What follows belongs to an exercise in optimizing a design on an open flow for small area; a production flow would make more cautious choices.
The RTL was checked by simulation tests, not by an equivalence proof against the original design.

`run.sh`:
```
#!/bin/bash
# synth_recipe.tcl (not shown) runs the flow's synth.tcl, then flattens the netlist and writes it again
# the make line also repeats each setting of config.mk as NAME=value (left out here)
make -C /OpenROAD-flow-scripts/flow DESIGN_CONFIG=/design/flow/config.mk WORK_HOME=/design/flow/orfs CLKGATE_MAP_FILE= SYNTH_SCRIPT=/design/flow/synth_recipe.tcl finish
```
`config.mk`:
```
export PLATFORM = sky130hd
export DESIGN_NAME = pipelined_cordic
export DESIGN_NICKNAME = pipelined_cordic
export VERILOG_FILES = /design/flow/design.v
export SDC_FILE = /design/flow/constraint.sdc
export NUM_CORES = 4
export LEC_CHECK = 0
export CAP_MARGIN = 20
export CORE_MARGIN = 2
export CORE_UTILIZATION = 40
export CTS_BUF_LIST = sky130_fd_sc_hd__clkbuf_4
export PLACE_DENSITY = 0.6
export SLEW_MARGIN = 20
```
`design.v`:
```
module pipelined_cordic(
    input Clk, Rst,
    input signed [15:0] x_in, y_in,
    output signed [15:0] magnitude,
    output signed [15:0] angle
);
reg [14:0] x0;
reg [15:0] y0;
reg [14:0] x1;
reg [15:0] y1;
reg [0:0] d1;
reg [14:0] x2;
reg [14:0] y2;
reg [1:0] d2;
reg [14:0] x3;
reg [13:0] y3;
reg [2:0] d3;
reg [14:0] x4;
reg [12:0] y4;
reg [3:0] d4;
reg [14:0] x5;
reg [11:0] y5;
reg [4:0] d5;
reg [14:0] x6;
reg [10:0] y6;
reg [5:0] d6;
reg [14:0] x7;
reg [9:0] y7;
reg [6:0] d7;
reg [14:0] x8;  
reg [8:0] y8;
reg [7:0] d8;
reg [14:0] x9;  
reg [7:0] y9;
reg [8:0] d9;
reg [14:0] x10;  
reg [6:0] y10;
reg [9:0] d10;
reg [14:0] x11;  
reg [5:0] y11;
reg [10:0] d11;
reg [14:0] x12;  
reg [5:0] y12;
reg [11:0] d12;
reg [14:0] x13;  
reg [4:0] y13;
reg [12:0] d13;
reg [14:0] x14;  
reg [4:0] y14;
reg [13:0] d14;
reg [14:0] x15;  
reg [4:0] y15;
reg [14:0] d15;
always @(posedge Clk) begin
    x0 <= x_in[14:0];
    y0 <= y_in;
end
wire s0 = y0[15];
wire [14:0] u0 = y0[14:0] ^ {15{s0}};
wire [14:0] xn0 = x0 + u0 + {14'd0, s0};
wire [15:0] xs0 = x0 >> 0;
wire [15:0] yn0 = y0[15:0] + (xs0 ^ {16{~s0}}) + {15'd0, ~s0};
wire [14:0] xo0 = xn0;
wire [0:0] dn0 = ~s0;
wire s1 = y1[15];
wire [13:0] u1 = y1[14:1] ^ {14{s1}};
wire [14:0] xn1 = x1 + {1'd0, u1} + {14'd0, s1};
wire [14:0] xs1 = x1 >> 1;
wire [14:0] yn1 = y1[14:0] + (xs1 ^ {15{~s1}}) + {14'd0, ~s1};
wire [14:0] xo1 = xn1;
wire [1:0] dn1 = {~s1, d1};
wire s2 = y2[14];
wire [11:0] u2 = y2[13:2] ^ {12{s2}};
wire [14:0] xn2 = x2 + {3'd0, u2} + {14'd0, s2};
wire [13:0] xs2 = x2 >> 2;
wire [13:0] yn2 = y2[13:0] + (xs2 ^ {14{~s2}}) + {13'd0, ~s2};
wire [14:0] xo2 = xn2;
wire [2:0] dn2 = {~s2, d2};
wire s3 = y3[13];
wire [9:0] u3 = y3[12:3] ^ {10{s3}};
wire [14:0] xn3 = x3 + {5'd0, u3} + {14'd0, s3};
wire [12:0] xs3 = x3 >> 3;
wire [12:0] yn3 = y3[12:0] + (xs3 ^ {13{~s3}}) + {12'd0, ~s3};
wire [14:0] xo3 = xn3;
wire [3:0] dn3 = {~s3, d3};
wire s4 = y4[12];
wire [7:0] u4 = y4[11:4] ^ {8{s4}};
wire [14:0] xn4 = x4 + {7'd0, u4} + {14'd0, s4};
wire [11:0] xs4 = x4 >> 4;
wire [11:0] yn4 = y4[11:0] + (xs4 ^ {12{~s4}}) + {11'd0, ~s4};
wire [14:0] xo4 = xn4;
wire [4:0] dn4 = {~s4, d4};
wire s5 = y5[11];
wire [5:0] u5 = y5[10:5] ^ {6{s5}};
wire [14:0] xn5 = x5 + {9'd0, u5} + {14'd0, s5};
wire [10:0] xs5 = x5 >> 5;
wire [10:0] yn5 = y5[10:0] + (xs5 ^ {11{~s5}}) + {10'd0, ~s5};
wire [14:0] xo5 = xn5;
wire [5:0] dn5 = {~s5, d5};
wire s6 = y6[10];
wire [3:0] u6 = y6[9:6] ^ {4{s6}};
wire [14:0] xn6 = x6 + {11'd0, u6} + {14'd0, s6};
wire [9:0] xs6 = x6 >> 6;
wire [9:0] yn6 = y6[9:0] + (xs6 ^ {10{~s6}}) + {9'd0, ~s6};
wire [14:0] xo6 = xn6;
wire [6:0] dn6 = {~s6, d6};
wire s7 = y7[9];
wire [1:0] u7 = y7[8:7] ^ {2{s7}};
wire [14:0] xn7 = x7 + {13'd0, u7} + {14'd0, s7};
wire [8:0] xs7 = x7 >> 7;
wire [8:0] yn7 = y7[8:0] + (xs7 ^ {9{~s7}}) + {8'd0, ~s7};
wire [14:0] xo7 = xn7;
wire [7:0] dn7 = {~s7, d7};
wire s8 = y8[8];
wire [2:0] c8 = 3'd0;
wire [8:0] cs8 = {1'b0, x8[7:0]} + {6'd0, c8};
wire cy8 = cs8[8];
wire [7:0] xs8 = x8 >> 8;
wire [7:0] yn8 = y8[7:0] + (xs8 ^ {8{~s8}}) + {7'd0, cy8 ^ ~s8};
wire [14:0] xo8 = x8;
wire [8:0] dn8 = {~s8, d8};
wire s9 = y9[7];
wire [2:0] c9 = ({3'd0,~d9[8]});
wire [9:0] cs9 = {1'b0, x9[8:0]} + {7'd0, c9};
wire cy9 = cs9[9];
wire [6:0] xs9 = x9 >> 9;
wire [6:0] yn9 = y9[6:0] + (xs9 ^ {7{~s9}}) + {6'd0, cy9 ^ ~s9};
wire [14:0] xo9 = x9;
wire [9:0] dn9 = {~s9, d9};
wire s10 = y10[6];
wire [2:0] c10 = ({3'd0,~d10[8]} + {3'd0,~d10[9]});
wire [10:0] cs10 = {1'b0, x10[9:0]} + {8'd0, c10};
wire cy10 = cs10[10];
wire [5:0] xs10 = x10 >> 10;
wire [5:0] yn10 = y10[5:0] + (xs10 ^ {6{~s10}}) + {5'd0, cy10 ^ ~s10};
wire [14:0] xo10 = x10;
wire [10:0] dn10 = {~s10, d10};
wire s11 = y11[5];
wire [2:0] c11 = ({3'd0,~d11[8]} + {3'd0,~d11[9]} + {3'd0,~d11[10]});
wire [11:0] cs11 = {1'b0, x11[10:0]} + {9'd0, c11};
wire cy11 = cs11[11];
wire [5:0] xs11 = x11 >> 11;
wire [5:0] yn11 = y11[5:0] + (xs11 ^ {6{~s11}}) + {5'd0, cy11 ^ ~s11};
wire [14:0] xo11 = x11;
wire [11:0] dn11 = {~s11, d11};
wire s12 = y12[5];
wire [2:0] c12 = ({3'd0,~d12[8]} + {3'd0,~d12[9]} + {3'd0,~d12[10]} + {3'd0,~d12[11]});
wire [12:0] cs12 = {1'b0, x12[11:0]} + {10'd0, c12};
wire cy12 = cs12[12];
wire [4:0] xs12 = x12 >> 12;
wire [4:0] yn12 = y12[4:0] + (xs12 ^ {5{~s12}}) + {4'd0, cy12 ^ ~s12};
wire [14:0] xo12 = x12;
wire [12:0] dn12 = {~s12, d12};
wire s13 = y13[4];
wire [2:0] c13 = ({3'd0,~d13[8]} + {3'd0,~d13[9]} + {3'd0,~d13[10]} + {3'd0,~d13[11]} + {3'd0,~d13[12]});
wire [13:0] cs13 = {1'b0, x13[12:0]} + {11'd0, c13};
wire cy13 = cs13[13];
wire [4:0] xs13 = x13 >> 13;
wire [4:0] yn13 = y13[4:0] + (xs13 ^ {5{~s13}}) + {4'd0, cy13 ^ ~s13};
wire [14:0] xo13 = x13;
wire [13:0] dn13 = {~s13, d13};
wire s14 = y14[4];
wire [2:0] c14 = ({3'd0,~d14[8]} + {3'd0,~d14[9]} + {3'd0,~d14[10]} + {3'd0,~d14[11]} + {3'd0,~d14[12]} + {3'd0,~d14[13]});
wire [14:0] cs14 = {1'b0, x14[13:0]} + {12'd0, c14};
wire cy14 = cs14[14];
wire [4:0] xs14 = x14 >> 14;
wire [4:0] yn14 = y14[4:0] + (xs14 ^ {5{~s14}}) + {4'd0, cy14 ^ ~s14};
wire [14:0] xo14 = x14;
wire [14:0] dn14 = {~s14, d14};
always @(posedge Clk) begin
    x1 <= xo0; y1 <= yn0; d1 <= dn0;
    x2 <= xo1; y2 <= yn1; d2 <= dn1;
    x3 <= xo2; y3 <= yn2; d3 <= dn2;
    x4 <= xo3; y4 <= yn3; d4 <= dn3;
    x5 <= xo4; y5 <= yn4; d5 <= dn4;
    x6 <= xo5; y6 <= yn5; d6 <= dn5;
    x7 <= xo6; y7 <= yn6; d7 <= dn6;
    x8 <= xo7; y8 <= yn7; d8 <= dn7;
    x9 <= xo8; y9 <= yn8; d9 <= dn8;
    x10 <= xo9; y10 <= yn9; d10 <= dn9;
    x11 <= xo10; y11 <= yn10; d11 <= dn10;
end
always @(*) begin x12 = xo11; y12 = yn11; d12 = dn11; end
always @(posedge Clk) begin x13 <= xo12; y13 <= yn12; d13 <= dn12; end
always @(*) begin x14 = xo13; y14 = yn13; d14 = dn13; end
reg [14:0] xL13; reg [14:0] dL13; reg sL13;
always @(posedge Clk) begin xL13 <= xo14; dL13 <= dn14; sL13 <= yn14[4]; end
reg [15:0] tr;
always @(*) begin
    case (dL13[4:0])
    5'd0: tr = 16'h9071;
    5'd1: tr = 16'hF4F9;
    5'd2: tr = 16'hCBC9;
    5'd3: tr = 16'h3051;
    5'd4: tr = 16'hAFCB;
    5'd5: tr = 16'h1453;
    5'd6: tr = 16'hEB23;
    5'd7: tr = 16'h4FAB;
    5'd8: tr = 16'hA05B;
    5'd9: tr = 16'h04E3;
    5'd10: tr = 16'hDBB3;
    5'd11: tr = 16'h403B;
    5'd12: tr = 16'hBFB5;
    5'd13: tr = 16'h243D;
    5'd14: tr = 16'hFB0D;
    5'd15: tr = 16'h5F95;
    5'd16: tr = 16'h986D;
    5'd17: tr = 16'hFCF5;
    5'd18: tr = 16'hD3C5;
    5'd19: tr = 16'h384D;
    5'd20: tr = 16'hB7C7;
    5'd21: tr = 16'h1C4F;
    5'd22: tr = 16'hF31F;
    5'd23: tr = 16'h57A7;
    5'd24: tr = 16'hA857;
    5'd25: tr = 16'h0CDF;
    5'd26: tr = 16'hE3AF;
    5'd27: tr = 16'h4837;
    5'd28: tr = 16'hC7B1;
    5'd29: tr = 16'h2C39;
    5'd30: tr = 16'h0309;
    5'd31: tr = 16'h6791;
    endcase
end
wire [3:0] cf = {3'd0,sL13} + {3'd0,~dL13[8]} + {3'd0,~dL13[9]} + {3'd0,~dL13[10]} + {3'd0,~dL13[11]} + {3'd0,~dL13[12]} + {3'd0,~dL13[13]} + {3'd0,~dL13[14]};
wire [14:0] mag_c = xL13 + {11'd0, cf};
wire [15:0] ang_c = tr + {5'd0, dL13[5], dL13[6], dL13[7], dL13[8], dL13[9], dL13[10], dL13[11], dL13[12], dL13[13], dL13[14], 1'b0};
reg [14:0] mag14, mag15; reg [15:0] ang14, ang15;
always @(posedge Clk) begin
    mag14 <= mag_c; ang14 <= ang_c;
    mag15 <= mag14; ang15 <= ang14;
end
reg [4:0] cnt;
always @(posedge Clk or posedge Rst) begin
    if (Rst) cnt <= 5'd0;
    else if (!cnt[4]) cnt <= cnt + 5'd1;
end
reg [15:0] rom;
always @(*) begin
    case (cnt[3:0])
    4'd0: rom = 16'h0000;
    4'd1: rom = 16'h0001;
    4'd2: rom = 16'h0003;
    4'd3: rom = 16'h0007;
    4'd4: rom = 16'h000F;
    4'd5: rom = 16'h001F;
    4'd6: rom = 16'h003F;
    4'd7: rom = 16'h007F;
    4'd8: rom = 16'h00FF;
    4'd9: rom = 16'h01FF;
    4'd10: rom = 16'h03FF;
    4'd11: rom = 16'h07FD;
    4'd12: rom = 16'h0FF2;
    4'd13: rom = 16'h1F9F;
    4'd14: rom = 16'h3D4B;
    4'd15: rom = 16'h6F8F;
    endcase
end
reg [14:0] mag_r; reg [15:0] ang_r;
always @(posedge Clk or posedge Rst) begin
    if (Rst) begin
        mag_r <= 15'd0; ang_r <= 16'd0;
    end else if (cnt[4]) begin
        mag_r <= mag15; ang_r <= ang15;
    end else begin
        mag_r <= 15'd0; ang_r <= rom;
    end
end
assign magnitude = {1'b0, mag_r};
assign angle = ang_r;
endmodule
```
`constraint.sdc`:
```
create_clock -name core_clock -period 4.5 [get_ports {Clk}]
set_input_delay 0.9000 -clock core_clock [delete_from_list [all_inputs] [get_ports {Clk}]]
set_output_delay 0.9000 -clock core_clock [all_outputs]
set_load 0.01 [all_outputs]
```
==> summary.txt, run 1 <==
GRT
  • Overall routing resource usage: 14.8%
  • Gr ovfl total: 0
  • Antenna violations before repair: 3
  • First-pass GRT wire length: 75.9 mm
  • Vias in the first global route: 16368
  • Largest net degree at the start of global routing: 50

Clock network
  • CTS Root Cell: clkbuf_4
  • Clock Sinks: 551
  • Worst-Skew Late Latency: 980 ps
  • Clk slew on worst S/H paths: 70 ps
  • Post-CTS Hold Fix Bufs: 0
  • H-tree depth: 4
  • Clock Tree Buf Depth: 3
  • CTS tree: built
  • Cts bufs inserted: 144

Worst setup path
  • Setup CP Type: reg2reg
  • CP Max Fanout: 2
  • Reg-to-Reg End: sL13
  • Worst Reg-to-Reg Cells: 19
  • Crit. End Element: register
  • WP data arrival: 5220 ps
  • Worst setup path endpoint: sL13
  • CP Launch Type: register
  • Critical Path Source: d13[11]
  • Data required time at the worst endpoint: 5380 ps
  • Worst R2R Setup Slack: 160 ps
  • Worst R2R Start: d13[11]

Logic synthesis
  • Synthesized area per cell: 10.7 um2
  • Synth Instances: 2245
  • Top-area cell type share of the netlist area: 42.9%
  • Post-Syn Nets: 2540
  • Number of synthesis warnings: 1
  • Flops & latches, synth: 551
  • Top FF cell, synth: dfxtp_1
  • Cell accounting for the most synthesized area: dfxtp_1
  • Yosys cell types: 74
  • Area contributors post-synth: dfxtp_1 (43%), ha_1 (12%), xnor2_1 (9.8%)
  • Post-synthesis async set-or-reset flop share: 6.53%
  • EDFF count, synth: 0
  • Sequential share of the synthesized area: 46.6%
  • Synthesized area: 24000 um2

Place
  • IO Port Bufs: 63
  • Placed Instances: 3056
  • Post-placement cell area: 25600 um2
  • Pre-CTS setup slack: -132 ps
  • Post-DP HPWL: 34.2 mm
  • Final Wtd Congestion: 0.837

STA
  • Fin. max-slew vios: 0
  • Skew final: 45.6 ps
  • Final setup fails: 0
  • Period utilisation layout: 96.5%
  • Final WS setup: 159 ps
  • Hold Vio Cnt, Final: 0
  • RSZ-0062 raised after global routing: yes
  • Fin crit period: 4340 ps
  • Max frequency: 0.230 GHz
  • Slew HR: 35.3%
  • Worst-Margin Slew: 946 ps

Die
  • Std cell rows: 89
  • Core ar.: 59200 um2
  • Initial Util: 40.6%
  • Die area: 62100 um2
  • Die extent in y: 249 um
  • DIE WIDTH: 249 um
  • Num ports: 66

Routing
  • Via count: 15975
  • Routed WL: 45.4 mm
  • Routed wire per std cell: 13.6 um
  • Initial DRC count: 583
  • Drt first pass iters: 5
  • Drt via density: 4.80
  • # DRC: 0
  • Post-route ant nets: 0

Finish
  • Share of cells above drive strength 1: 11.6%
  • Post-Route Utilization: 46.6%
  • Final Cell Area: 27600 um2
  • Non-filler cells in the finished layout: 3326
  • Fill cell instance count of the final layout: 5564
  • Nets: 2729
  • Biggest registers after layout: ang_r x16, y0 x16, y1 x16
  • P&R area growth vs syn: 14.8%

Hold path
  • Tightest Hold Check Type: reg2reg

Job
  • MaxCap Viol Count: 0

Outcome
  • Status: timing/DRC/antenna clean
worst min path at each step:
stage / startpoint / to / slack (ps) / depth (start not counted)
after global placement: mag14[5] / mag15[5] / 310 / 0
after global routing: d4[1] / d5[1] / 300 / 0
after CTS: Rst / ang_r[10] / 240 / 3
after floorplan: ang14[10] / ang15[10] / 310 / 0
final: d4[1] / d5[1] / 300 / 0
after detailed placement: d10[2] / d11[2] / 310 / 0
per-stage QoR:
| stage | hold WS [ps] | setup TNS, ps |
|---|---|---|
| after CTS | 237 | 0 |
| after floorplan | 310 | 0 |
| after global placement | 310 | 0 |
| after detailed placement | 312 | -141 |
| after global routing | 302 | -66.4 |
| final | 295 | 0 |
layout make-up:
| cell class | instances | area [um2] | area share [%] |
|---|---|---|---|
| antenna | 6 | 15.0 | 0.0544 |
| sequential | 551 | 11200 | 40.6 |
| timing repair buffer | 82 | 777 | 2.81 |
| tap | 773 | 967 | 3.50 |
| inverter | 106 | 398 | 1.44 |
| clock buffer | 203 | 1520 | 5.52 |
| clock inverter | 56 | 297 | 1.07 |
| multi-input combinational | 1549 | 12400 | 45.0 |
cell usage in the layout (no fill, tap or decap), drive strengths merged, types with 6 or more instances in the layout:
cell type,Yosys,final
a2111oi,9,9
o21a,20,20
a21oi,133,133
o211ai,13,13
or3,14,14
xnor2,268,268
mux2,8,8
nand4,21,21
nor3,31,31
clkbuf,27,203
a31oi,17,17
clkdlybuf4s50,0,63
and3,20,20
inv,106,113
nor2,91,91
nor2b,25,25
diode,0,6
a21o,60,60
and2,34,34
ha,224,224
a31o,8,8
nand2,90,90
a21boi,8,8
clkinv,0,46
a211oi,12,12
nand2b,38,38
dfxtp,515,515
dfrtp,36,36
o21bai,21,21
nor4,6,6
or4,7,7
or2,7,7
mux2i,6,6
buf,12,19
o21ai,81,81
fa,37,37
o31ai,8,8
nand3,38,38
xor2,147,147
per-layer routing:
layer / wire, um / track usage, %
met2: 22200 / 25.5
met1: 20100 / 17.3
met5: 0 / 0
met4: 1190 / 6.85
met3: 1860 / 3.91
synth_stat cells, types with 36 or more instances:
master and number:
dfxtp_1 515, xnor2_1 268, ha_1 224, xor2_1 147, a21oi_1 133, inv_1 106
nor2_1 91, nand2_1 90, o21ai_0 81, a21o_1 60, nand2b_1 38, nand3_1 38
fa_1 37, dfrtp_1 36
cell families after synthesis:
group	after synthesis	share of synthesized area [%]
fa+ha+maj	261	14.7
xor+xnor	415	15.1
mux	14	0.640
other cells	1	0.0156
compound gates	430	11.5
simple gates	428	9.00
flops	551	46.6
buf+inv	145	2.32
worst max-delay path, cell delays in order (launching register included):
cell,delay [ps]
dfxtp_2,330
inv_2,40
fa_1,490
fa_2,390
ha_4,260
ha_4,270
a31oi_4,70
nor2b_1,120
o21ai_1,90
xnor2_1,190
fa_2,430
fa_2,410
a21o_1,200
a21oi_2,160
buf_4,140
xnor2_2,100
ha_2,290
nand3_2,60
a21oi_2,50
a211oi_2,180
what timing repair did:
item,4_1_cts,5_1_grt
setup buffers,2,3
pin swaps,1,16
setup endpoints to repair,2,2
resized for setup,3,25
==> run 2: changes to the inputs <==
--- a/config.mk
+++ b/config.mk
@@ -9,5 +9,7 @@
 export CORE_MARGIN = 2
 export CORE_UTILIZATION = 40
-export CTS_BUF_LIST = sky130_fd_sc_hd__clkbuf_4
+export CTS_BUF_LIST = sky130_fd_sc_hd__clkbuf_8
+export CTS_CLUSTER_DIAMETER = 80
+export CTS_CLUSTER_SIZE = 16
 export PLACE_DENSITY = 0.6
 export SLEW_MARGIN = 20
==> run 2 against run 1 <==
  * Critical path depth did not move
  * Final area decreased by 4.5%
  * Largest cell class unchanged
  * Final cell count shrank 6.3%
  * Clock skew down 17 ps
  * Still clean
  * Clock-buffer cell count down 161
  * Highest routed layer unchanged
  * Via count is 4.5% lower
==> summary.txt, run 2 <==
Logic synthesis
  • Top FF cell, synth: dfxtp_1 (unchanged)
  • Post-synthesis async set-or-reset flop share: 6.53% (unchanged)
  • Most frequent cell after synthesis: dfxtp_1 (unchanged)
  • Cell accounting for the most synthesized area: dfxtp_1 (unchanged)
  • Area contributors post-synth: dfxtp_1 (43%), ha_1 (12%), xnor2_1 (9.8%) (unchanged)
  • Top-area cell type share of the netlist area: 42.9% (unchanged)
  • Flops & latches, synth: 551 (unchanged)
  • Synthesized area per cell: 10.7 um2 (unchanged)
  • Synth Instances: 2245 (unchanged)
  • Synthesized area: 24000 um2 (unchanged)
  • EDFF count, synth: 0 (unchanged)
  • Sequential share of the synthesized area: 46.6% (unchanged)
  • Yosys cell types: 74 (unchanged)
  • Number of synthesis warnings: 1 (unchanged)
  • Most common library cells after synthesis: dfxtp_1 (515), xnor2_1 (268), ha_1 (224) (unchanged)
  • Post-Syn Nets: 2540 (unchanged)

Clock network
  • Clock Sinks: 551 (unchanged)
  • CTS tree: built (unchanged)
  • Clock Tree Buf Depth: 3 (unchanged)
  • CTS Root Cell: clkbuf_8 (was clkbuf_4)
  • Clk slew on worst S/H paths: 110 ps (was 70 ps)
  • Cts bufs inserted: 40 (was 144)
  • H-tree depth: 2 (was 4)
  • Post-CTS Hold Fix Bufs: 0 (unchanged)
  • Worst-Skew Late Latency: 640 ps (was 980 ps)

STA
  • Slew HR: 32.9% (was 35.3%)
  • Hold Vio Cnt, Final: 0 (unchanged)
  • Skew final: 28.4 ps (was 45.6 ps)
  • Fin crit period: 4260 ps (was 4340 ps)
  • Max frequency: 0.235 GHz (was 0.230 GHz)
  • Worst-Margin Slew: 981 ps (was 946 ps)
  • Fin. max-slew vios: 0 (unchanged)
  • Final setup fails: 0 (unchanged)
  • Period utilisation layout: 94.7% (was 96.5%)
  • RSZ-0062 raised after global routing: yes (unchanged)

GRT
  • Gr ovfl total: 0 (unchanged)
  • First-pass GRT wire length: 74.0 mm (was 75.9 mm)
  • Antenna violations before repair: 1 (was 3)
  • Largest net degree at the start of global routing: 50 (unchanged)
  • Overall routing resource usage: 14.2% (was 14.8%)
  • Vias in the first global route: 15395 (was 16368)

Worst setup path
  • CP Max Fanout: 4 (was 2)
  • Crit. End Element: register (unchanged)
  • Worst path max stage delay: 510 ps (was 490 ps)
  • Worst R2R Start: d13[11] (unchanged)
  • Worst R2R Setup Slack: 240 ps (was 160 ps)
  • Reg-to-Reg End: sL13 (unchanged)
  • WP data arrival: 4820 ps (was 5220 ps)
  • Worst setup path endpoint: sL13 (unchanged)
  • Critical Path Source: d13[11] (unchanged)
  • Setup CP Type: reg2reg (unchanged)
  • Crit path buf inv count: 3 (was 2)
  • Max stage delay cell, worst path: fa_1 (unchanged)
  • Critical path cell sequence: inv_1 -> fa_1 -> fa_2 -> ha_1 -> ha_1 -> a31oi_1 -> nor2b_1 -> o21ai_1 -> xnor2_1 -> fa_2 -> fa_2 -> a21o_1 -> a21oi_2 -> inv_2 -> buf_4 -> ha_1 -> nand2_1 -> a21oi_1 -> a211oi_1 (was inv_2 -> fa_1 -> fa_2 -> ha_4 -> ha_4 -> a31oi_4 -> nor2b_1 -> o21ai_1 -> xnor2_1 -> fa_2 -> fa_2 -> a21o_1 -> a21oi_2 -> buf_4 -> xnor2_2 -> ha_2 -> nand3_2 -> a21oi_2 -> a211oi_2)
  • Delay-heaviest family, CP: adder cells (unchanged)
  • CP Launch Type: register (unchanged)
  • Data required time at the worst endpoint: 5060 ps (was 5380 ps)
  • Stages on worst setup path: 19 (unchanged)
  • Worst Reg-to-Reg Cells: 19 (unchanged)

Routing
  • Drt via density: 4.90 (was 4.80)
  • Initial DRC count: 684 (was 583)
  • Routed wire per std cell: 14.1 um (was 13.6 um)
  • Drt first pass iters: 5 (unchanged)
  • Via count: 15256 (was 15975)
  • # DRC: 0 (unchanged)
  • Post-route ant nets: 0 (unchanged)
  • Routed WL: 44.0 mm (was 45.4 mm)

Die
  • Die extent in y: 249 um (unchanged)
  • Std cell rows: 89 (unchanged)
  • Num ports: 66 (unchanged)
  • Core ar.: 59200 um2 (unchanged)
  • DIE WIDTH: 249 um (unchanged)
  • Initial Util: 40.6% (unchanged)
  • Die area: 62100 um2 (unchanged)

Place
  • IO Port Bufs: 63 (unchanged)
  • Final Wtd Congestion: 0.837 (unchanged)
  • Post-DP HPWL: 34.2 mm (unchanged)

Finish
  • Commonest cells after routing, fill and taps aside: dfxtp_1 (514), xnor2_1 (268), ha_1 (222) (was dfxtp_1 (514), xnor2_1 (266), ha_1 (219))
  • Nets: 2628 (was 2729)
  • Post-Route Utilization: 44.5% (was 46.6%)
  • Share of cells above drive strength 1: 4.65% (was 11.6%)
  • Antenna cells: 0 (was 6)
  • Most common cell after layout, fill and taps aside: dfxtp_1 (unchanged)
  • Biggest registers after layout: ang_r x16, y0 x16, y1 x16 (unchanged)
  • Fill cell instance count of the final layout: 5597 (was 5564)
  • P&R area growth vs syn: 9.66% (was 14.8%)

Hold path
  • Tightest Hold Check Type: reg2reg (unchanged)
  • Min-delay src: mag14[1] (was d4[1])

Job
  • MaxCap Viol Count: 0 (unchanged)

Outcome
  • Status: timing/DRC/antenna clean (unchanged)
[run 2: cell counts after synthesis]
No cell type changed its count.
[run 2: repair_timing]
item,4_1_cts,5_1_grt
resized for setup,3,12
endpoints found under the setup margin,2,2
pin swaps,1,7
setup buffers,8,0
cloned,0,0
[run 2: final cells by class]
class	count	area [um2]	share of cell area, %
Tap cell	773	967	3.67
Sequential cell	551	11200	42.5
Clock inverter	10	80.1	0.304
Timing Repair Buffer	85	796	3.02
Multi-Input combinational cell	1549	12300	46.8
Inverter	106	398	1.51
Clock buffer	42	578	2.19
[run 2: worst min-delay path by stage]
stage               depth (start not counted)        end
global route                                0   mag15[9]
global placement                            0   mag15[5]
CTS                                         0     d13[7]
finish                                      0   mag15[1]
detailed placement                          0     d11[2]
floorplan                                   0  ang15[10]
[run 2: logic make-up (layout without fill, tap and decap cells)]
group | count (synthesis) | count (layout) | share of synthesized area [%]
AND/OR/NAND/NOR | 428 | 428 | 9.00
adder cells (fa/ha/maj) | 261 | 261 | 14.7
buffers and inverters | 145 | 243 | 2.32
multiplexers | 14 | 14 | 0.640
XOR/XNOR | 415 | 415 | 15.1
other | 1 | 1 | 0.0156
AO/OA/AOI/OAI | 430 | 430 | 11.5
flip-flops | 551 | 551 | 46.6
[run 2: worst reg2reg max path: cells and delay by family, from the launching register on]
kind	cells	cell delay (ps)
AOI/OAI and AO/OA	6	830
xor gates and xnor gates	1	120
adders and majority gates	7	2490
buffers and inverters	3	290
DFF	1	340
and+or+nand+nor	2	130
[run 2: metrics by stage]
stage	setup slack [ps]	hold slack, ps	TNS, ps	cell area (um2)	cells
4_1_cts	2.06	312	0	26300	3116
2_1_floorplan	150	310	0	24000	2245
5_1_grt	-58.5	315	-67.4	26400	3116
3_3_place_gp	76.0	310	0	25600	3056
3_5_place_dp	-132	312	-141	25600	3056
6_report	239	317	0	26400	3116
[run 2: metal layers]
layer  vias to the layer above  part of all wire, %  track usage (%)
li1                       7834                    -                -
met1                      7142                   46             17.8
met2                       202                   49             25.2
met3                        78                  3.2             2.41
met4                         0                  2.4             4.15
met5                         -                    0                0
==> run 3: changes to the inputs <==
--- a/config.mk
+++ b/config.mk
@@ -9,7 +9,7 @@
 export CORE_MARGIN = 2
 export CORE_UTILIZATION = 40
-export CTS_BUF_LIST = sky130_fd_sc_hd__clkbuf_8
-export CTS_CLUSTER_DIAMETER = 80
-export CTS_CLUSTER_SIZE = 16
+export CTS_BUF_LIST = sky130_fd_sc_hd__clkbuf_16
+export CTS_CLUSTER_DIAMETER = 100
+export CTS_CLUSTER_SIZE = 30
 export PLACE_DENSITY = 0.6
 export SLEW_MARGIN = 20
==> run 3 against run 2 <==
  * Still clean
  * Final cell count is 0.51% lower
  * Sequential share of layout area is 0.083 points lower
==> summary.txt, run 3 <==
Worst setup path
  • CP Launch Type: register (unchanged)
  • CP Max Fanout: 3 (was 4)
  • Max stage delay cell, worst path: fa_2 (was fa_1)
  • Crit-path most repeated cell: buf_4
  • Worst path max stage delay: 400 ps (was 510 ps)
  • Worst Reg-to-Reg Cells: 25 (was 19)
  • Crit. End Element: register (unchanged)
  • Setup CP Type: reg2reg (unchanged)
  • Crit path buf inv count: 10 (was 3)
  • Delay-heaviest family, CP: adder cells (unchanged)
  • Data required time at the worst endpoint: 5000 ps (was 5060 ps)
  • Stages on worst setup path: 25 (was 19)
  • WP data arrival: 4740 ps (was 4820 ps)

Finish
  • Nets: 2612 (was 2628)
  • Fill cell instance count of the final layout: 5595 (was 5597)
  • P&R area growth vs syn: 9.87% (was 9.66%)
  • Most common cell after layout, fill and taps aside: dfxtp_1 (unchanged)
  • Commonest cells after routing, fill and taps aside: dfxtp_1 (514), xnor2_1 (267), ha_1 (219) (was dfxtp_1 (514), xnor2_1 (268), ha_1 (222))
  • Final Cell Area: 26400 um2 (about the same)
  • Antenna cells: 0 (unchanged)
  • Biggest registers after layout: ang_r x16, y0 x16, y1 x16 (unchanged)
  • Share of cells above drive strength 1: 4.30% (was 4.65%)
  • Post-Route Utilization: 44.6% (was 44.5%)

Logic synthesis
  • Top FF cell, synth: dfxtp_1 (unchanged)
  • Synth Instances: 2245 (unchanged)
  • Cell accounting for the most synthesized area: dfxtp_1 (unchanged)
  • Post-synthesis async set-or-reset flop share: 6.53% (unchanged)
  • Top-area cell type share of the netlist area: 42.9% (unchanged)
  • Post-Syn Nets: 2540 (unchanged)
  • Flops & latches, synth: 551 (unchanged)
  • Number of synthesis warnings: 1 (unchanged)
  • EDFF count, synth: 0 (unchanged)
  • Synthesized area per cell: 10.7 um2 (unchanged)
  • Sequential share of the synthesized area: 46.6% (unchanged)
  • Synthesized area: 24000 um2 (unchanged)
  • Area contributors post-synth: dfxtp_1 (43%), ha_1 (12%), xnor2_1 (9.8%) (unchanged)
  • Most common library cells after synthesis: dfxtp_1 (515), xnor2_1 (268), ha_1 (224) (unchanged)
  • Most frequent cell after synthesis: dfxtp_1 (unchanged)
  • Yosys cell types: 74 (unchanged)

Routing
  • Post-route ant nets: 0 (unchanged)
  • Initial DRC count: 637 (was 684)
  • Routed WL: 43.5 mm (was 44.0 mm)
  • Routed wire per std cell: 14.0 um (was 14.1 um)
  • Via count: 15176 (was 15256)
  • # DRC: 0 (unchanged)
  • Drt via density: 4.90 (about the same)
  • Drt first pass iters: 4 (was 5)

STA
  • Period utilisation layout: 94.3% (was 94.7%)
  • Final WS setup: 256 ps (was 239 ps)
  • Max frequency: 0.236 GHz (was 0.235 GHz)
  • Fin. max-slew vios: 0 (unchanged)
  • Hold Vio Cnt, Final: 0 (unchanged)
  • RSZ-0062 raised after global routing: yes (unchanged)
  • Worst-Margin Slew: 981 ps (about the same)
  • Final setup fails: 0 (unchanged)
  • Skew final: 18.6 ps (was 28.4 ps)
  • Fin crit period: 4240 ps (was 4260 ps)
  • Slew HR: 32.9% (about the same)

Die
  • Initial Util: 40.6% (unchanged)
  • Die extent in y: 249 um (unchanged)
  • Core ar.: 59200 um2 (unchanged)
  • DIE WIDTH: 249 um (unchanged)
  • Num ports: 66 (unchanged)
  • Die area: 62100 um2 (unchanged)
  • Std cell rows: 89 (unchanged)

Clock network
  • Clock Sinks: 551 (unchanged)
  • Cts bufs inserted: 23 (was 40)
  • Clk slew on worst S/H paths: 110 ps (about the same)
  • Worst-Skew Late Latency: 580 ps (was 640 ps)
  • Post-CTS Hold Fix Bufs: 0 (unchanged)
  • H-tree depth: 1 (was 2)
  • CTS Root Cell: clkbuf_16 (was clkbuf_8)
  • Clock Tree Buf Depth: 3 (unchanged)
  • CTS tree: built (unchanged)

Place
  • Post-placement cell area: 25600 um2 (unchanged)
  • IO Port Bufs: 63 (unchanged)
  • Pre-CTS setup slack: -132 ps (unchanged)
  • Final Wtd Congestion: 0.837 (unchanged)
  • Post-DP HPWL: 34.2 mm (unchanged)

GRT
  • Vias in the first global route: 15248 (was 15395)
  • Largest net degree at the start of global routing: 50 (unchanged)
  • Gr ovfl total: 0 (unchanged)
  • Antenna violations before repair: 1 (unchanged)
  • First-pass GRT wire length: 72.9 mm (was 74.0 mm)
  • Overall routing resource usage: 13.9% (was 14.2%)

Job
  • MaxCap Viol Count: 0 (unchanged)

Hold path
  • Hold Path Depth: 0 (unchanged)
  • Tightest Hold Check Type: reg2reg (unchanged)

Outcome
  • Status: timing/DRC/antenna clean (unchanged)
-- run 3: cell counts after synthesis --
Identical to the previous run, type by type.
-- run 3: timing repair --
action                                  4_1_cts  5_1_grt
endpoints found under the setup margin        2        2
gates cloned                                  0        0
pin swaps                                     1        9
gates resized for setup                       5       17
buffers inserted                              8        1
-- run 3: worst reg2reg max path, cell delays in order (launching register included) --
cell      delay, ps
dfxtp_1         340
inv_1            60
fa_2            400
ha_1            290
a31o_2          140
nand3_1          90
xnor2_1         170
fa_2            360
a21o_1          200
a21oi_2         160
o21bai_1         90
a21oi_2         220
buf_4           150
buf_4            90
buf_4            80
buf_4            90
buf_4            90
buf_4            90
buf_4            90
buf_4           100
inv_1            70
ha_4            250
a21oi_2         140
xnor2_1         140
xnor2_1         150
xnor2_1         140
-- run 3: layout make-up --
class                   count  area, um2  area share (%)
multi-input cells        1549      12400            46.8
flip-flops and latches    551      11200            42.4
well taps                 773        967            3.66
repair buffers             86        807            3.06
clock buffers              23        576            2.18
inverters                 106        398            1.51
clock inverters            12       85.1           0.322
-- run 3: kinds of logic (layout without fill, tap and decap cells) --
family / count (synthesis) / in the layout / share of synthesized area (%)
muxes: 14 / 14 / 0.640
DFF: 551 / 551 / 46.6
xor gates and xnor gates: 415 / 415 / 15.1
buffers and inverters: 145 / 227 / 2.32
adders and majority gates: 261 / 261 / 14.7
AOI/OAI and AO/OA: 430 / 430 / 11.5
other: 1 / 1 / 0.0156
and+or+nand+nor: 428 / 428 / 9.00
-- run 3: worst paths after layout --
| check | slack [ps] | startpoint | endpoint |
|---|---|---|---|
| worst max-delay path | 260 | d11[8] | y13[4] |
| worst min-delay path | 320 | d10[0] | d11[0] |
| worst max register to register | 260 | d11[8] | y13[4] |
| worst min register to register | 320 | d10[0] | d11[0] |
| max in group asynchronous | 3490 | Rst | mag_r[7] |
| min in group asynchronous | 720 | Rst | cnt[4] |
-- run 3: metal layers --
| metal | part of all wire, % | track usage (%) | vias to the layer above |
|---|---|---|---|
| met5 | 0 | 0 | - |
| met4 | 2.2 | 3.29 | 0 |
| met3 | 2.4 | 1.66 | 63 |
| met2 | 49 | 25.2 | 164 |
| met1 | 46 | 17.5 | 7131 |
| li1 | - | - | 7818 |
-- run 3: per-stage QoR --
step	instances	hold slack, ps	TNS, ps
after global placement	3056	310	0
after global routing	3100	343	0
after detailed placement	3056	312	-141
after floorplan	2245	310	0
final	3100	322	0
after CTS	3099	332	0
==> run 4: changes to the inputs <==
--- a/config.mk
+++ b/config.mk
@@ -9,7 +9,4 @@
 export CORE_MARGIN = 2
 export CORE_UTILIZATION = 40
-export CTS_BUF_LIST = sky130_fd_sc_hd__clkbuf_16
-export CTS_CLUSTER_DIAMETER = 100
-export CTS_CLUSTER_SIZE = 30
 export PLACE_DENSITY = 0.6
 export SLEW_MARGIN = 20
==> run 4 against run 3 <==
  * Still clean
  * First-iteration DRC count decreased by 6.8%
  * Setup slack worse by 140 ps
  * Non-clock buffer count is 1 higher
  * Critical path depth fell by 6
  * Clock skew rose by 9.3 ps
  * Fmax fell by 3.1%
  * Register-to-register slack worse by 140 ps
  * Via count is 1.6% higher
  * Die area did not move
  * Critical endpoint is now sL13
==> summary.txt, run 4 <==
Die
  • Std cell rows: 89 (unchanged)
  • Die extent in y: 249 um (unchanged)
  • Initial Util: 40.6% (unchanged)
  • Core ar.: 59200 um2 (unchanged)
  • DIE WIDTH: 249 um (unchanged)
  • Die area: 62100 um2 (unchanged)
  • Num ports: 66 (unchanged)

Logic synthesis
  • Xor-xnor portion of the synthesized cell area: 15.1% (unchanged)
  • Mux contribution to synthesized area: 0.640% (unchanged)
  • Synthesized area: 24000 um2 (unchanged)
  • Post-synthesis compound-gate area fraction: 11.5% (unchanged)
  • Synth Instances: 2245 (unchanged)
  • Most common library cells after synthesis: dfxtp_1 (515), xnor2_1 (268), ha_1 (224) (unchanged)
  • Top-area cell type share of the netlist area: 42.9% (unchanged)
  • Largest family of logic cells by synthesized area: XOR/XNOR gates (unchanged)
  • Synth Area in Adders: 14.7% (unchanged)
  • Flops & latches, synth: 551 (unchanged)
  • Synthesized area per cell: 10.7 um2 (unchanged)
  • Most frequent cell after synthesis: dfxtp_1 (unchanged)
  • Post-Syn Nets: 2540 (unchanged)
  • Top FF cell, synth: dfxtp_1 (unchanged)
  • Sequential share of the synthesized area: 46.6% (unchanged)
  • EDFF count, synth: 0 (unchanged)
  • Number of synthesis warnings: 1 (unchanged)
  • Yosys cell types: 74 (unchanged)
  • Simple-Gate Fraction of Synth Area: 9.00% (unchanged)
  • Post-synthesis async set-or-reset flop share: 6.53% (unchanged)
  • Cell accounting for the most synthesized area: dfxtp_1 (unchanged)
  • Area contributors post-synth: dfxtp_1 (43%), ha_1 (12%), xnor2_1 (9.8%) (unchanged)

Finish
  • Most common cell after layout, fill and taps aside: dfxtp_1 (unchanged)
  • P&R area growth vs syn: 15.6% (was 9.87%)
  • Final Cell Area: 27800 um2 (was 26400 um2)
  • Biggest registers after layout: ang_r x16, y0 x16, y1 x16 (unchanged)
  • Nets: 2646 (was 2612)
  • Antenna cells: 0 (unchanged)
  • Share of cells above drive strength 1: 6.85% (was 4.30%)
  • Non-filler cells in the finished layout: 3166 (was 3100)
  • Commonest cells after routing, fill and taps aside: dfxtp_1 (514), xnor2_1 (267), ha_1 (218) (was dfxtp_1 (514), xnor2_1 (267), ha_1 (219))

Worst setup path
  • Crit. End Element: register (unchanged)
  • Max stage delay cell, worst path: fa_1 (was fa_2)
  • CP Max Fanout: 2 (was 3)
  • WP data arrival: 4940 ps (was 4740 ps)
  • Critical path cell sequence: inv_2 -> fa_1 -> fa_2 -> ha_4 -> ha_4 -> a31oi_4 -> nor2b_1 -> o21ai_1 -> xnor2_1 -> fa_2 -> fa_2 -> a21o_1 -> a21oi_2 -> buf_4 -> xnor2_2 -> ha_2 -> nand3_2 -> a21oi_2 -> a211oi_2
  • Data required time at the worst endpoint: 5060 ps (was 5000 ps)
  • Setup CP Type: reg2reg (unchanged)
  • Delay-heaviest family, CP: adder cells (unchanged)
  • Crit path buf inv count: 2 (was 10)
  • Crit-path most repeated cell: fa_2 (was buf_4)
  • Worst path max stage delay: 490 ps (was 400 ps)
  • CP Launch Type: register (unchanged)

GRT
  • Met3 Use GR: 2.70% (was 1.66%)
  • GRT met1 Usage: 17.6% (was 17.5%)
  • Overall routing resource usage: 14.4% (was 13.9%)
  • Gr ovfl total: 0 (unchanged)
  • Antenna violations before repair: 1 (unchanged)
  • Most Used Layer, Global Route: met2 (unchanged)
  • First-pass GRT wire length: 74.7 mm (was 72.9 mm)
  • Met2 Usage GRT: 25.5% (was 25.2%)
  • Largest net degree at the start of global routing: 50 (unchanged)
  • Vias in the first global route: 15608 (was 15248)

STA
  • Worst-Margin Slew: 935 ps (was 981 ps)
  • Max frequency: 0.228 GHz (was 0.236 GHz)
  • Fin. max-slew vios: 0 (unchanged)
  • RSZ-0062 raised after global routing: yes (unchanged)
  • Slew HR: 36.1% (was 32.9%)
  • Final setup fails: 0 (unchanged)
  • Fin crit period: 4380 ps (was 4240 ps)
  • Skew final: 27.9 ps (was 18.6 ps)
  • Hold Vio Cnt, Final: 0 (unchanged)
  • Period utilisation layout: 97.4% (was 94.3%)
  • Worst Hold Slack: 299 ps (was 322 ps)

Routing
  • Via count: 15420 (was 15176)
  • Drt via density: 4.87 (was 4.90)
  • Routed wire per std cell: 14.1 um (was 14.0 um)
  • # DRC: 0 (unchanged)
  • Post-route ant nets: 0 (unchanged)
  • Initial DRC count: 594 (was 637)
  • Routed WL: 44.8 mm (was 43.5 mm)
  • Drt first pass iters: 5 (was 4)

Place
  • Placed Instances: 3056 (unchanged)
  • Post-DP HPWL: 34.2 mm (unchanged)
  • Final Wtd Congestion: 0.837 (unchanged)
  • Post-placement cell area: 25600 um2 (unchanged)
  • IO Port Bufs: 63 (unchanged)

Clock network
  • Worst-Skew Late Latency: 640 ps (was 580 ps)
  • Cts bufs inserted: 56 (was 23)
  • Clock Sinks: 551 (unchanged)
  • Clk slew on worst S/H paths: 60 ps (was 110 ps)
  • H-tree depth: 2 (was 1)
  • CTS Root Cell: clkbuf_16 (unchanged)
  • Clock Tree Buf Depth: 3 (unchanged)
  • CTS tree: built (unchanged)

Job
  • MaxCap Viol Count: 0 (unchanged)

Hold path
  • Tightest Hold Check Type: reg2reg (unchanged)

Outcome
  • Status: timing/DRC/antenna clean (unchanged)
run 4: cell counts after synthesis:
Identical to the previous run, type by type.
run 4: worst paths after layout:
kind,to,slack [ps],cells after the start,start
worst max-delay path,sL13,120,19,d13[11]
worst min-delay path,d10[1],300,0,d9[1]
worst max register to register,sL13,120,19,d13[11]
worst min register to register,d10[1],300,0,d9[1]
max in group asynchronous,mag_r[7],3520,3,Rst
min in group asynchronous,cnt[4],670,3,Rst
run 4: kinds of logic (layout without fill, tap and decap cells):
logic type	count (synthesis)	count (layout)
simple gates	428	428
xor+xnor	415	415
compound gates	430	430
other cells	1	1
buf+inv	145	293
fa+ha+maj	261	261
mux	14	14
flops	551	551
run 4: timing repair:
action / CTS / global route
hold buffers: 0 / 0
resized for setup: 4 / 24
pin swaps: 1 / 18
endpoints found under the setup margin: 2 / 2
buffers inserted: 8 / 2
cloned: 0 / 0
run 4: cell type report:
| class | count | area (um2) |
|---|---|---|
| fillers | 5445 | 31500 |
| repair buffers | 87 | 815 |
| clock buffers | 81 | 1630 |
| clock inverters | 19 | 345 |
| inverters | 106 | 398 |
| well taps | 773 | 967 |
| flip-flops and latches | 551 | 11200 |
| multi-input cells | 1549 | 12400 |
run 4: layer usage:
| metal | wire length, um | vias up |
|---|---|---|
| met4 | 1160 | 0 |
| li1 | - | 7912 |
| met1 | 20100 | 7207 |
| met5 | 0 | - |
| met2 | 21900 | 212 |
| met3 | 1650 | 89 |
run 4: per-stage QoR:
step | utilization [%] | setup slack (ps) | setup TNS [ps]
finish | 46.9 | 119 | 0
global route | 46.9 | -86.7 | -86.7
CTS | 46.6 | 6.32 | 0
detailed placement | 43.2 | -132 | -141
global placement | 43.2 | 76.0 | 0
floorplan | - | 150 | 0

## afterwards: timing with drivers on the ports
Ports are ideal in the flow. The routed layouts listed here were re-timed in OpenROAD. Step 1 assumes that a clkbuf_16 drives the clock port and a buf_2 every other input. Step 2 times the ports against the registers' clock, not the clock port: input delays grow and output delays shrink by t, the midpoint of the rising clock arrivals with the driver on. Slacks: ideal / step 1 / step 2; pairs: ideal / step 1.
run	t (ns)	slack for setup (ns)	hold WS [ns]	worst slew at a driven data input, ns	cell pins on the clock port's net
run 1	1.000	0.159 / 0.159 / 0.159	0.295 / 0.295 / 0.295	0.04	1
run 2	0.679	0.239 / 0.239 / 0.239	0.317 / 0.317 / 0.317	0.04	1
run 3	0.629	0.256 / 0.256 / 0.256	0.322 / 0.322 / 0.322	0.04	1
run 4	0.681	0.119 / 0.119 / 0.119	0.299 / 0.299 / 0.299	0.04	1
After both steps setup and hold are still met in every run listed.
